Source: an optimization exercise on an open RTL-to-GDS flow (aim: small area). Production flows keep margins and buffers that such runs may drop.
Only simulation tests tie the RTL to the original design; equivalence was not proved.
No activity file was given, so power comes from the tool's default toggle rates.

==> flow/design.v <==
module spi_interface(
    output reg          mosi,
    input               miso,
    input               clk,
    input               rst,
    output reg          RX_valid,
    output reg [7:0]    output_shift_register,
    input               TX_valid,
    input [7:0]         input_shift_register
);
genvar j, p;
reg       r_in;                                 
reg       r_out;                                
reg [2:0] r_bit;
reg [3:0] r_q;                                  
reg [1:0] r_m;
reg       r_int;                                
wire r_k8   = (r_q == 4'd2) & (r_m == 2'd2);
wire r_k40  = (r_q == 4'd13) & (r_m == 2'd1);
wire r_end  = r_k40 | (r_int & r_k8);
wire r_last = r_in & (r_bit == 3'd7) & r_end;
wire r_odd  = r_q[0] ^ r_m[0];                  
reg [41:0] rr [0:7];
wire [7:0] r_tap;
generate
    for (j = 0; j < 8; j = j + 1) begin : rl
        wire here = r_in & (r_bit == j);
        always @(posedge clk)
            rr[j] <= {(here & ~r_odd) ? miso : rr[j][0], rr[j][41:22],
                      (here &  r_odd) ? miso : rr[j][21], rr[j][20:1]};
        reg t;
        always @(*) begin
            case (r_m)
                2'd0: t = r_int ? rr[j][(12 + j) % 42] : rr[j][(8 + j) % 42];
                2'd1: t = r_int ? rr[j][(40 + j) % 42] : rr[j][(36 + j) % 42];
                default: t = r_int ? rr[j][(26 + j) % 42] : rr[j][(22 + j) % 42];
            endcase
        end
        assign r_tap[7-j] = t;
    end
endgenerate
always @(posedge clk) begin
    if (r_in & (r_q == 4'd0) & (r_m == 2'd0) & (r_bit == 3'd1))
        r_int <= miso;
end
always @(posedge clk or posedge rst) begin
    if (rst) begin
        r_in <= 1'b0;
        r_out <= 1'b0;
        RX_valid <= 1'b0;
        output_shift_register <= 8'd0;
    end else begin
        r_in <= r_in ? ~r_last : (~r_out & ~miso);
        r_out <= r_last | (r_out & ~r_end);
        RX_valid <= r_last | r_out;
        if (r_out)
            output_shift_register <= r_tap;
    end
end
wire r_inc = r_out | (r_in & (r_bit == 3'd7));
always @(posedge clk) begin
    if (~(r_in | r_out) | r_last | (r_out & r_end)) begin
        r_bit <= 3'd0;
        r_q <= 4'd0;
        r_m <= 2'd0;
    end else begin
        if (r_in)
            r_bit <= r_bit + 3'd1;
        if (r_inc) begin
            if (r_m == 2'd2) begin
                r_m <= 2'd0;
                r_q <= r_q + 4'd1;
            end else begin
                r_m <= r_m + 2'd1;
            end
        end
    end
end
reg       t_in;                                 
reg       t_out;                                
reg [2:0] t_bit;
reg [3:0] t_q;                                  
reg [1:0] t_m;
wire t_k8   = (t_q == 4'd2) & (t_m == 2'd2);
wire t_k40  = (t_q == 4'd13) & (t_m == 2'd1);
reg [41:0] tr [0:7];
generate
    for (j = 0; j < 8; j = j + 1) begin : tl
        wire d = input_shift_register[7-j];
        always @(posedge clk)
            tr[j] <= {(t_in & (t_m == 2'd2)) ? d : tr[j][0], tr[j][41:36],
                      (t_in & (t_m == 2'd1)) ? d : tr[j][35], tr[j][34:29],
                      (t_in & (t_m == 2'd0)) ? d : tr[j][28], tr[j][27:1]};
    end
endgenerate
reg t_tap;
integer jj;
always @(*) begin
    t_tap = 1'b0;
    for (jj = 0; jj < 8; jj = jj + 1)
        if (t_bit == jj)
            t_tap = t_q[0] ? tr[jj][8 - jj] : tr[jj][29 - jj];
end
wire t_end  = (t_bit == 3'd7) & (t_k40 | (tr[1][0] & t_k8));
always @(posedge clk or posedge rst) begin
    if (rst) begin
        t_in <= 1'b0;
        t_out <= 1'b0;
        mosi <= 1'b1;
    end else begin
        t_in <= t_in ? ~t_k40 : (~t_out & TX_valid);
        t_out <= (t_in & t_k40) | (t_out & ~t_end);
        if (t_out)
            mosi <= t_tap;
        else
            mosi <= ~(t_in | TX_valid);
    end
end
wire t_inc = t_in | (t_bit == 3'd7);
always @(posedge clk) begin
    if (~(t_in | t_out) | (t_in & t_k40) | (t_out & t_end)) begin
        t_bit <= 3'd0;
        t_q <= 4'd0;
        t_m <= 2'd0;
    end else begin
        if (t_out)
            t_bit <= t_bit + 3'd1;
        if (t_inc) begin
            if (t_m == 2'd2) begin
                t_m <= 2'd0;
                t_q <= t_q + 4'd1;
            end else begin
                t_m <= t_m + 2'd1;
            end
        end
    end
end
endmodule
export LEC_CHECK = 0
export ABC_AREA = 1
export CAP_MARGIN = 20
export CORE_MARGIN = 2
export CORE_UTILIZATION = 75
export PLACE_DENSITY = 0.8
export SLEW_MARGIN = 20
create_clock -name core_clock -period 5.0 [get_ports {clk}]
standard.sh (not shown) runs the stock make flow with config.mk's settings and CLKGATE_MAP_FILE= SYNTH_SCRIPT=/design/flow/synth_recipe.tcl, a recipe that flattens the netlist after the stock synthesis.
==> flow/flow/run.sh <==
#!/bin/bash
# The standard layout, with our own clock tree synthesis options.
set -euo pipefail
export CTS_ARGS="-sink_clustering_enable -repair_clock_nets -sink_clustering_size 18 -sink_clustering_max_diameter 50 -buf_list sky130_fd_sc_hd__buf_6 -dont_use_dummy_load"
export BUFFER_PORTS_ARGS="-buffer_cell sky130_fd_sc_hd__buf_1"
bash standard.sh > standard.log 2>&1
Change:
--- a/flow/design.v
+++ b/flow/design.v
@@ -7,26 +7,40 @@
     output reg [7:0]    output_shift_register,
     input               TX_valid,
     input [7:0]         input_shift_register
 );
 genvar j, p;
+function is_jc8;
+    input [3:0] c;
+    input integer n;
+    case (n)
+        0: is_jc8 = ~c[0] & ~c[3];
+        1: is_jc8 =  c[0] & ~c[1];
+        2: is_jc8 =  c[1] & ~c[2];
+        3: is_jc8 =  c[2] & ~c[3];
+        4: is_jc8 =  c[3] &  c[0];
+        5: is_jc8 = ~c[0] &  c[1];
+        6: is_jc8 = ~c[1] &  c[2];
+        default: is_jc8 = ~c[2] & c[3];
+    endcase
+endfunction
 reg       r_in;                                 
 reg       r_out;                                
-reg [2:0] r_bit;
+reg [3:0] r_bit;                                
 reg [3:0] r_q;                                  
 reg [1:0] r_m;
 reg       r_int;                                
 wire r_k8   = (r_q == 4'd2) & (r_m == 2'd2);
 wire r_k40  = (r_q == 4'd13) & (r_m == 2'd1);
 wire r_end  = r_k40 | (r_int & r_k8);
-wire r_last = r_in & (r_bit == 3'd7) & r_end;
+wire r_last = r_in & is_jc8(r_bit, 7) & r_end;
 wire r_odd  = r_q[0] ^ r_m[0];                  
 reg [41:0] rr [0:7];
 wire [7:0] r_tap;
 generate
     for (j = 0; j < 8; j = j + 1) begin : rl
-        wire here = r_in & (r_bit == j);
+        wire here = r_in & is_jc8(r_bit, j);
         always @(posedge clk)
             rr[j] <= {(here & ~r_odd) ? miso : rr[j][0], rr[j][41:22],
                       (here &  r_odd) ? miso : rr[j][21], rr[j][20:1]};
         reg t;
         always @(*) begin
@@ -38,11 +52,11 @@
         end
         assign r_tap[7-j] = t;
     end
 endgenerate
 always @(posedge clk) begin
-    if (r_in & (r_q == 4'd0) & (r_m == 2'd0) & (r_bit == 3'd1))
+    if (r_in & (r_q == 4'd0) & (r_m == 2'd0) & is_jc8(r_bit, 1))
         r_int <= miso;
 end
 always @(posedge clk or posedge rst) begin
     if (rst) begin
         r_in <= 1'b0;
@@ -55,19 +69,19 @@
         RX_valid <= r_last | r_out;
         if (r_out)
             output_shift_register <= r_tap;
     end
 end
-wire r_inc = r_out | (r_in & (r_bit == 3'd7));
+wire r_inc = r_out | (r_in & is_jc8(r_bit, 7));
 always @(posedge clk) begin
     if (~(r_in | r_out) | r_last | (r_out & r_end)) begin
-        r_bit <= 3'd0;
+        r_bit <= 4'd0;
         r_q <= 4'd0;
         r_m <= 2'd0;
     end else begin
         if (r_in)
-            r_bit <= r_bit + 3'd1;
+            r_bit <= {r_bit[2:0], ~r_bit[3]};
         if (r_inc) begin
             if (r_m == 2'd2) begin
                 r_m <= 2'd0;
                 r_q <= r_q + 4'd1;
             end else begin
Count of clock-buffer cells in the layout does not change.
Power is about the same.
Global-route usage shrinks by 0.11 points.
Synthesized cell count goes down by 1.2%.
Worst setup slack hardly moves.
Final area decreases by 0.39%.
Routed wire length fell by 1.0%.
Cell count is lower by 0.85%.
Clock skew falls by 0.0069 ns.
Critical path depth does not change.
Die area drops by 0.60%.
Non-clock buffer count is unchanged.

Starts from the design.v that is shown in full above.
clock: 5.0 ns
lec_check: 0
abc_area: 1
cap_margin: 20
core_margin: 2
core_utilization: 75
place_density: 0.8
slew_margin: 20
==> flow/flow/run.sh <==
#!/bin/bash
# The standard layout, with our own clock tree synthesis options.
set -euo pipefail
export CTS_ARGS="-sink_clustering_enable -repair_clock_nets -sink_clustering_size 13 -sink_clustering_max_diameter 40 -buf_list sky130_fd_sc_hd__buf_4 -dont_use_dummy_load"
export BUFFER_PORTS_ARGS="-buffer_cell sky130_fd_sc_hd__buf_1"
bash standard.sh > standard.log 2>&1
Rerun with:
--- a/flow/design.v
+++ b/flow/design.v
@@ -10,7 +10,21 @@
 );
 genvar j, p;
+function is_jc8;
+    input [3:0] c;
+    input integer n;
+    case (n)
+        0: is_jc8 = ~c[0] & ~c[3];
+        1: is_jc8 =  c[0] & ~c[1];
+        2: is_jc8 =  c[1] & ~c[2];
+        3: is_jc8 =  c[2] & ~c[3];
+        4: is_jc8 =  c[3] &  c[0];
+        5: is_jc8 = ~c[0] &  c[1];
+        6: is_jc8 = ~c[1] &  c[2];
+        default: is_jc8 = ~c[2] & c[3];
+    endcase
+endfunction
 reg       r_in;                                 
 reg       r_out;                                
-reg [2:0] r_bit;
+reg [3:0] r_bit;                                
 reg [3:0] r_q;                                  
 reg [1:0] r_m;
@@ -19,5 +33,5 @@
 wire r_k40  = (r_q == 4'd13) & (r_m == 2'd1);
 wire r_end  = r_k40 | (r_int & r_k8);
-wire r_last = r_in & (r_bit == 3'd7) & r_end;
+wire r_last = r_in & is_jc8(r_bit, 7) & r_end;
 wire r_odd  = r_q[0] ^ r_m[0];                  
 reg [41:0] rr [0:7];
@@ -25,5 +39,5 @@
 generate
     for (j = 0; j < 8; j = j + 1) begin : rl
-        wire here = r_in & (r_bit == j);
+        wire here = r_in & is_jc8(r_bit, j);
         always @(posedge clk)
             rr[j] <= {(here & ~r_odd) ? miso : rr[j][0], rr[j][41:22],
@@ -41,5 +55,5 @@
 endgenerate
 always @(posedge clk) begin
-    if (r_in & (r_q == 4'd0) & (r_m == 2'd0) & (r_bit == 3'd1))
+    if (r_in & (r_q == 4'd0) & (r_m == 2'd0) & is_jc8(r_bit, 1))
         r_int <= miso;
 end
@@ -58,13 +72,13 @@
     end
 end
-wire r_inc = r_out | (r_in & (r_bit == 3'd7));
+wire r_inc = r_out | (r_in & is_jc8(r_bit, 7));
 always @(posedge clk) begin
     if (~(r_in | r_out) | r_last | (r_out & r_end)) begin
-        r_bit <= 3'd0;
+        r_bit <= 4'd0;
         r_q <= 4'd0;
         r_m <= 2'd0;
     end else begin
         if (r_in)
-            r_bit <= r_bit + 3'd1;
+            r_bit <= {r_bit[2:0], ~r_bit[3]};
         if (r_inc) begin
             if (r_m == 2'd2) begin
Core utilization barely changes.
Area after synthesis fell by about 0.6%.
Fmax fell by about 0.7%.
Power hardly moves.
Die area fell by 0.60%.
Combinational power rose by 6.0%.
Design area fell by about 0.38%.

-- what the ideal ports hide --
No port has a modelled driver above. Below, the same layouts with a new extraction and two added sets of constraints.
Step 1 assumes that a clkbuf_16 drives the clock port and a buf_2 every other input.
Step 2 times the ports against the registers' clock, not the clock port: input delays grow and output delays shrink by t, the midpoint of the rising clock arrivals with the driver on.
Slacks: ideal / step 1 / step 2; pairs: ideal / step 1.
| run | shift t [ns] | setup WS [ns] | slew at the worst register clock pin (ns) | pins driven straight from the clock port |
|---|---|---|---|---|
| the first run of note 1 | 0.550 | 2.810 / 2.766 / 2.960 | 0.12 / 0.12 | 1 |
| the second run of note 1 | 0.544 | 2.809 / 2.764 / 2.868 | 0.12 / 0.12 | 1 |
| the first run of note 2 | 0.666 | 2.696 / 2.654 / 3.024 | 0.12 / 0.12 | 1 |
| the second run of note 2 | 0.649 | 2.681 / 2.638 / 2.859 | 0.12 / 0.12 | 1 |
After both steps every run listed still meets setup and hold.
